Background: an optimization exercise with open tools, aiming at small area. Do not read the settings as production practice. In this exercise RTL edits were held to simulation tests only and were not proved equivalent to the original. Power figures rest on the tool's default switching activity, not on a simulated workload.

==> design.v <==
`timescale 1ns / 1ps
module Top(
    input CLK,RST,BTNC,BTNU,BTNL,BTNR,BTND,
    input [15:0] SW,
    output [15:0] LED,
    output [7:0] SSEG_CA,
    output [7:0] SSEG_AN
    );
    reg [20:0] Counter;
    wire Tick  = Counter[1] & Counter[0];
    wire Flash = Counter[6];
    wire Slide = Counter[9];
    wire Slow  = Counter[10];
    wire [2:0] Point = Counter[4:2];
    reg [20:1] Rc;
    wire [3:0] R0 = {Rc[2],Rc[4],Rc[7],Rc[3]};
    wire [3:0] R1 = {Rc[6],Rc[7],Rc[19],Rc[1]};
    wire [3:0] R2 = {Rc[5],Rc[9],Rc[13],Rc[20]};
    wire [3:0] R3 = {Rc[8],Rc[11],Rc[16],Rc[12]};
    always @(posedge CLK) begin
        if (RST) begin
            Counter <= 21'd0;
            {Rc[20],Rc[19],Rc[16],Rc[13],Rc[12],Rc[11],Rc[9:1]} <= 15'd0;
        end else begin
            Counter <= Counter + 21'd1;
            if (BTNC)
                {Rc[20],Rc[19],Rc[16],Rc[13],Rc[12],Rc[11],Rc[9:1]} <=
                {Counter[20],Counter[19],Counter[16],Counter[13],Counter[12],Counter[11],Counter[9:1]};
        end
    end
    reg [4:0] State;
    reg [4:0] P0, P1, P2, P3, P4, P5, P6, P7;
    reg [2:0] Off;
    reg [3:0] Value;
    reg [2:0] iG;
    reg [1:0] iD;
    reg [4:0] Score;
    reg [2:0] Check_win;
    reg flag, you_lost;
    reg L15, L0, Lhi, Lodd, Leven;
    reg [3:0] Vsw;
    integer k;
    always @(*) begin
        Vsw = Value;
        for (k = 0; k < 16; k = k + 1)
            if (SW[k]) Vsw = k[3:0];
    end
    reg [3:0] Rsel;
    always @(*) begin
        case (iD)
            2'd0: Rsel = R0;
            2'd1: Rsel = R1;
            2'd2: Rsel = R2;
            default: Rsel = R3;
        endcase
    end
    wire anim = (State >= 5'd1) && (State <= 5'd8);
    wire guess = BTND & Slow;
    always @(posedge CLK) begin
        if (RST) begin
            State <= 5'd0;
            {P0,P1,P2,P3,P4,P5,P6,P7} <= 40'd0;
            Off <= 3'd0;
            Value <= 4'd0;
            iG <= 3'd0;
            iD <= 2'd0;
            Score <= 5'b10001;
            Check_win <= 3'd0;
            flag <= 1'b0;
            you_lost <= 1'b0;
            {L15,L0,Lhi,Lodd,Leven} <= 5'd0;
        end else if (Tick) begin
            Off <= anim ? State[2:0] + 3'd3 : 3'd0;
            case (State)
            5'd0: begin
                you_lost <= 1'b0;
                {P0,P1,P2,P3,P4,P5,P6,P7} <= 40'd0;
                iG <= 3'd0;
                iD <= 2'd0;
                if (BTNC) State <= 5'd1;
            end
            5'd1, 5'd2, 5'd3, 5'd4, 5'd5, 5'd6, 5'd7, 5'd8: begin
                P0 <= {1'b1,R0}; P1 <= {1'b1,R1}; P2 <= {1'b1,R2}; P3 <= {1'b1,R3};
                {P4,P5,P6,P7} <= 20'd0;
                if (Flash ^ State[0]) State <= State + 5'd1;
            end
            5'd9: begin
                if (BTNR) begin
                    P0 <= {1'b1,R0}; P1 <= {1'b1,R1}; P2 <= {1'b1,R2}; P3 <= {1'b1,R3};
                end else
                    {P0,P1,P2,P3} <= 20'd0;
                {P4,P5,P6,P7} <= 20'd0;
                if (!Flash) begin
                    iG <= 3'd0;
                    iD <= 2'd3;
                    State <= 5'd10;
                end
            end
            5'd10: begin
                flag <= 1'b1;
                if (guess) begin
                    Value <= Vsw;
                    if (Vsw != Rsel) begin
                        case (iG[1:0])
                            2'd0: P7 <= {1'b1,Vsw};
                            2'd1: P6 <= {1'b1,Vsw};
                            2'd2: P5 <= {1'b1,Vsw};
                            default: P4 <= {1'b1,Vsw};
                        endcase
                        {L15,L0,Lhi,Lodd,Leven} <= (Vsw > Rsel) ? 5'b10000 : 5'b01000;
                        State <= 5'd11;
                    end else begin
                        {L15,L0,Lhi,Lodd,Leven} <= 5'b11111;
                        State <= 5'd12;
                    end
                end
            end
            5'd11: begin
                if (!Slow && !BTND) begin
                    iG <= iG + 3'd1;
                    State <= (iG == 3'd3) ? 5'd23 : 5'd10;
                end
            end
            5'd12: begin
                if (!Slide) State <= 5'd13;
            end
            5'd13, 5'd14, 5'd15, 5'd16, 5'd17, 5'd18, 5'd19: begin
                if (Slide == State[0]) begin
                    {L15,L0,Lhi,Lodd,Leven} <= 5'd0;
                    iG <= iG + 3'd1;
                    State <= (iG + 3'd1 == {1'b1,~iD}) ? 5'd20 : State + 5'd1;
                end
            end
            5'd20: begin
                if (!Slide) begin
                    {P4,P5,P6,P7} <= 20'd0;
                    case (iD)
                        2'd0: P0 <= {1'b1,Value};
                        2'd1: P1 <= {1'b1,Value};
                        2'd2: P2 <= {1'b1,Value};
                        default: P3 <= {1'b1,Value};
                    endcase
                    iD <= iD - 2'd1;
                    iG <= 3'd0;
                    if (iD == 2'd0) begin
                        State <= 5'd21;
                        Score <= Score + 5'd1;
                    end else
                        State <= 5'd10;
                end
            end
            5'd21: begin
                if (flag) begin
                    Check_win <= Check_win + 3'd1;
                    flag <= 1'b0;
                end
                if (Slow) begin
                    {L15,L0,Lhi,Lodd,Leven} <= 5'b01011;
                    P0 <= {1'b1,R0}; P1 <= {1'b1,R1}; P2 <= {1'b1,R2}; P3 <= {1'b1,R3};
                    P6 <= Score;
                    P5 <= 5'b10000;
                    P4 <= 5'b10000;
                    if (Score == 5'b10110) begin
                        State <= 5'd0;
                        Score <= 5'b10000;
                    end else
                        State <= BTNC ? 5'd1 : 5'd22;
                end else if (BTNC)
                    State <= 5'd0;
            end
            5'd22: begin
                if (!Slow) begin
                    {L15,L0,Lhi,Lodd,Leven} <= 5'd0;
                    {P0,P1,P2,P3,P4,P5,P6,P7} <= 40'd0;
                    State <= BTNC ? 5'd31 : 5'd21;
                end else if (BTNC)
                    State <= 5'd0;
            end
            5'd23: begin
                if (flag) begin
                    if (Check_win == 3'd0)
                        you_lost <= 1'b1;
                    else begin
                        Check_win <= Check_win - 3'd1;
                        flag <= 1'b0;
                    end
                end
                if (Check_win <= 3'd5) Score <= {2'b10,Check_win};
                if (Slow) begin
                    State <= you_lost ? 5'd0 : 5'd24;
                    P7 <= 5'b11111;
                    P6 <= 5'b10000;
                    P5 <= 5'b10000;
                    P4 <= 5'b10000;
                    P0 <= {1'b1,R0}; P1 <= {1'b1,R1}; P2 <= {1'b1,R2}; P3 <= {1'b1,R3};
                end else if (BTNC)
                    State <= 5'd0;
            end
            5'd24: begin
                if (!Slow) {P4,P5,P6,P7} <= 20'd0;
                if (BTNC) State <= 5'd0;
                else if (!Slow) State <= 5'd23;
            end
            default: begin
                {L15,L0,Lhi,Lodd,Leven} <= 5'b00010;
            end
            endcase
        end
    end
    assign LED = {L15, Lhi,Lhi,Lhi,Lhi,Lhi,Lhi,Lhi,
                  Lodd,Leven,Lodd,Leven,Lodd,Leven,Lodd, L0};
    wire [3:0] q = {1'b0,Point} + {Off[2],Off};
    reg [4:0] Cell;
    always @(*) begin
        case (q[2:0])
            3'd0: Cell = P0;
            3'd1: Cell = P1;
            3'd2: Cell = P2;
            3'd3: Cell = P3;
            3'd4: Cell = P4;
            3'd5: Cell = P5;
            3'd6: Cell = P6;
            default: Cell = P7;
        endcase
        if (q[3]) Cell = 5'd0;
    end
    wire ovl = (State >= 5'd12) && (State <= 5'd20) && (Point == ~iG);
    wire [4:0] Disp = ovl ? {1'b1,Value} : Cell;
    assign SSEG_AN = Disp[4] ? ~(8'b00000001 << Point) : 8'hFF;
    reg [6:0] Seg;
    always @(*) begin
        case (Disp[3:0])
            4'h0: Seg = 7'b0111111;
            4'h1: Seg = 7'b0000110;
            4'h2: Seg = 7'b1011011;
            4'h3: Seg = 7'b1001111;
            4'h4: Seg = 7'b1100110;
            4'h5: Seg = 7'b1101101;
            4'h6: Seg = 7'b1111101;
            4'h7: Seg = 7'b0000111;
            4'h8: Seg = 7'b1111111;
            4'h9: Seg = 7'b1100111;
            4'hA: Seg = 7'b1110111;
            4'hB: Seg = 7'b1111100;
            4'hC: Seg = 7'b0111001;
            4'hD: Seg = 7'b1011110;
            4'hE: Seg = 7'b1111001;
            default: Seg = 7'b1110001;
        endcase
    end
    assign SSEG_CA = {1'b1, ~Seg};
endmodule
==> run.sh <==
#!/bin/bash
# synth_recipe.tcl (not shown) runs the flow's synth.tcl, then flattens the netlist and writes it again
# the make line also repeats each setting of config.mk as NAME=value (left out here)
make -C /OpenROAD-flow-scripts/flow DESIGN_CONFIG=/design/flow/config.mk WORK_HOME=/design/flow/orfs CLKGATE_MAP_FILE= SYNTH_SCRIPT=/design/flow/synth_recipe.tcl finish
==> config.mk <==
export PLATFORM = sky130hd
export DESIGN_NAME = Top
export DESIGN_NICKNAME = Top
export VERILOG_FILES = /design/flow/design.v
export SDC_FILE = /design/flow/constraint.sdc
export NUM_CORES = 4
export LEC_CHECK = 0
export CAP_MARGIN = 20
export CORE_MARGIN = 2
export CORE_UTILIZATION = 40
export SLEW_MARGIN = 20
==> constraint.sdc <==
create_clock -name core_clock -period 10.0 [get_ports {CLK}]
set_input_delay 2.0000 -clock core_clock [delete_from_list [all_inputs] [get_ports {CLK}]]
set_output_delay 2.0000 -clock core_clock [all_outputs]
set_load 0.01 [all_outputs]
==> results.py <==
metrics = {
    "timing": {
        "rsz0062_at_grt": "no",
        "fin_crit_sh_pct": 70.40,
        "final.min_clock_period_ps": 7040,
        "setup_viol": 0,
        "final.setup.tns_ps": 0,
        "drv_slew": 0,
        "max_freq_mhz": 142.0,
        "finalHoldViolCount": 0,
        "tightest_slew_ps": 1031,
        "relSlewSlack_pct": 31.27,
        "skew_ps": 10.77,
    },
    "worst_setup_path": {
        "cp.arrival_ps": 5040,
        "critical_path.startpoint_type": "register",
        "max_stage_delay_ps": 950,
        "crit_family": "adder cells",
        "crit_chain": "ha_1 > inv_1 > fa_1 > mux2_2 > nand2_1 > a21oi_1 > a311oi_1 > o41ai_1 > inv_1 > ha_1 > inv_1 > nor3_1 > a31oi_1 > nand4_1 > clkdlybuf4s50_1",
        "crit_path_top_delay_cell": "fa_1",
        "crit_path_frequent_cell": "inv_1",
        "cp_max_fo": 14,
        "crit_buf_inv": 4,
        "crit_path_end_kind": "primary output",
        "required_ps": 8000,
        "worstSetupPathType": "register to primary output",
    },
    "cells_and_area": {
        "multi_input_area_um2": 4388,
        "stdcell_count": 1092,
        "finalNetCount": 918,
        "n_antenna_cell": 0,
        "final.fill_count": 1767,
        "fin_area_um2": 7849,
        "syn2layout_area_growth_pct": 10.89,
        "final_util_pct": 45.38,
        "drive_gt1_share_pct": 6.574,
        "regArea_um2": 2162,
    },
    "clock_network": {
        "cts_tree": "yes",
        "postCtsSetupBuffers": 0,
        "htreeDepth": 3,
        "root_buffer": "clkbuf_16",
        "clock_path_buffers": 2,
        "cts_buffers": 9,
        "clkTransAtPathRegs_ps": 80,
        "cts_hold_buf": 0,
        "cts_sinks": 108,
        "insertion_delay_ps": 370,
        "cts_resized": 0,
    },
    "floorplanning": {
        "die_x_um": 137.0,
        "fp.dieArea_um2": 18770,
        "fp-row-count": 48,
        "core_um2": 17300,
        "io-pin-count": 55,
        "die_y_um": 137.0,
        "initial_core_util_pct": 40.92,
    },
    "placement": {
        "io_buffer_count": 51,
        "routabilityCongestion": 0.8927,
        "placed_cell_area_um2": 7523,
        "place_inst": 1076,
        "place_hpwl_mm": 13.90,
    },
    "yosys": {
        "syn_inst": 865,
        "yosysSeqAreaShare_pct": 30.55,
        "synthFlopType": "dfxtp_1",
        "syn_avg_cell_area_um2": 8.183,
        "yosys_warnings": 1,
        "synth_edf_count": 0,
        "synthDistinctLibCells": 90,
        "syn-num-nets": 921,
        "synth_seq_cells": 108,
        "syn_area_um2": 7078,
        "synthArstFlopShare_pct": 0,
    },
    "grt": {
        "grt_pass1_wl_mm": 31.22,
        "grt_antenna_before_repair": 0,
        "grt_pass1_vias": 5787,
        "grtUsageTotal_pct": 21.03,
        "grt_overflow": 0,
        "grt_start_max_net_pins": 93,
    },
    "outcome": {
        "status": "finished clean",
    },
    "routing": {
        "dr.first_iter.drc_count": 556,
        "routed_wl_mm": 19.33,
        "dr.pass1.iters": 5,
        "detail_route.wl_per_cell_um": 17.70,
        "avgViaCountPerCell": 5.793,
        "ant_nets": 0,
        "vias": 6326,
        "drc": 0,
    },
    "power": {
        "powerDensity_nw_per_um2": 114.9,
        "p_leak_uw": 0.002857,
        "ir_worst_vdd_mv": 0.07644,
    },
    "run": {
        "drv_cap": 0,
    },
    "min_path": {
        "hold_class": "register to register",
    },
}
cell usage in the layout, fill, tap and decap left out, types with 4 or more instances in the layout:
master,n
nand4_1,11
o211ai_1,6
nor3b_1,8
o22ai_1,7
nand3_1,26
a21oi_2,5
buf_4,9
o21bai_1,6
a211oi_1,8
xnor2_1,19
or3_1,6
a22o_1,32
clkdlybuf4s50_1,50
clkbuf_16,9
nand3b_1,5
a21oi_1,50
o21a_1,9
nor2b_1,19
and2_1,6
o21ai_0,32
nand2_1,56
or4_1,4
xor2_1,11
nand2b_1,9
dfxtp_1,108
nor2_1,115
ha_1,31
inv_1,35
a311oi_1,11
nor3_1,20
o221ai_1,5
a222oi_1,4
a31oi_1,8
and3_1,5
mux2i_1,32
Yosys cell counts (all sizes together), types with 4 or more instances:
| library cell | number | area [µm²] |
|---|---|---|
| a21oi | 55 | 294.0 |
| nand2 | 56 | 210.2 |
| o21bai | 7 | 56.30 |
| o211ai | 8 | 70.06 |
| dfxtp | 108 | 2162 |
| nor2b | 19 | 118.9 |
| or4 | 5 | 41.29 |
| mux2i | 32 | 320.3 |
| inv | 35 | 131.4 |
| and3 | 5 | 31.28 |
| nor4 | 4 | 31.28 |
| clkbuf | 29 | 111.4 |
| nand3 | 26 | 130.1 |
| a222oi | 4 | 40.04 |
| or3 | 7 | 48.80 |
| o31ai | 4 | 35.03 |
| a31oi | 8 | 50.05 |
| nor2 | 116 | 437.9 |
| nand2b | 9 | 56.30 |
| a311oi | 11 | 96.34 |
| xnor2 | 19 | 166.4 |
| a211oi | 9 | 72.57 |
| nor3 | 22 | 120.1 |
| ha | 31 | 387.9 |
| nand3b | 5 | 37.54 |
| o221ai | 5 | 43.79 |
| nand4 | 11 | 68.82 |
| o22ai | 7 | 43.79 |
| o21a | 9 | 67.56 |
| a22o | 32 | 280.3 |
| and2 | 7 | 46.30 |
| buf | 44 | 292.8 |
| xor2 | 11 | 96.34 |
| nor3b | 8 | 60.06 |
| o21ai | 35 | 178.9 |
worst min-delay path: stages, from the launching register on:
cell and delay (ps):
dfxtp_1 320, nand2_1 60, a21oi_2 40
cell type report:
| class | count | share of cell area [%] |
|---|---|---|
| clock buffers | 9 | 2.869 |
| well taps | 225 | 3.587 |
| clock inverters | 7 | 1.132 |
| multi-input cells | 648 | 55.91 |
| repair buffers | 59 | 7.237 |
| inverters | 36 | 1.722 |
| flip-flops and latches | 108 | 27.55 |
cell families after synthesis:
| kind of cell | Yosys count | synth area share (%) |
|---|---|---|
| flops | 108 | 30.55 |
| other cells | 1 | 0.05298 |
| compound gates | 229 | 23.53 |
| mux | 38 | 5.957 |
| fa+ha+maj | 33 | 6.046 |
| simple gates | 317 | 22.54 |
| buf+inv | 109 | 7.619 |
| xor+xnor | 30 | 3.712 |
layer usage:
metal	up-vias	wire length, µm	GRT usage [%]
met1	2985	9470	30.06
met2	198	8495	31.81
met3	30	896	3.370
met5	-	0	0
met4	0	465	7.617
li1	3113	-	-
registers in the layout, summed over array words and instances (netlist names), 2 cells and up:
name and count:
Check_win 3, Counter 21, Off 3, P0 5, P1 5, P2 5
P3 5, P4 5, P5 5, P6 5, P7 5, Rc 15
Score 5, State 5, Value 4, iD 2, iG 3
through the flow:
stage,setup slack [ps],total power (µW),hold WS (ps)
after global placement,3437,531.0,453.0
after floorplan,4472,503.8,435.3
final,2960,901.6,463.1
after detailed placement,3325,531.3,452.1
after CTS,2936,908.5,470.3
after global routing,2505,938.3,494.2
path summary, 6_finish.rpt:
check / from / end / slack (ps) / depth (start not counted)
setup / recovery: Counter[2]$_SDFF_PP0_ / SSEG_CA[3] / 2960 / 15
hold / removal: L15$_SDFFE_PP0P_ / L15$_SDFFE_PP0P_ / 460 / 2
setup reg to reg: Value[0]$_SDFFE_PP0P_ / P4[3]$_SDFFE_PP0P_ / 5920 / 14
hold reg to reg: L15$_SDFFE_PP0P_ / L15$_SDFFE_PP0P_ / 460 / 2
report_power, final:
group	internal (µW)	total (µW)	switching (µW)
Combinational	33.9	80.7	46.8
Clock	182	379	197
Sequential	435	442	6.33
Total	651	902	250

## separate check: timing with driven ports
Ports are ideal in the flow. The routed layout listed here was re-timed in OpenROAD.
Step 1: set_driving_cell puts a clkbuf_16 on CLK and a buf_2 on each other input, an assumption about the parent block.
Step 2 adds t to the input delays and takes it off the output delays; t is the mean of the earliest and latest rising clock arrival at the registers after step 1. Input paths then give back, and output paths get back, about the clock's delay inside the block.
Three values: ideal ports, drivers, drivers and shift; two values: the first two.
shift t [ns]: 0.401
setup WS [ns]: 2.960 / 2.921 / 3.322
worst register clock-pin slew, ns: 0.09 / 0.09
worst slew at a driven data input, ns: 0.03
After both steps setup and hold are still met in this run. For this run, drivers alone change the setup slack by -0.039 ns; drivers and shift together by +0.362 ns.
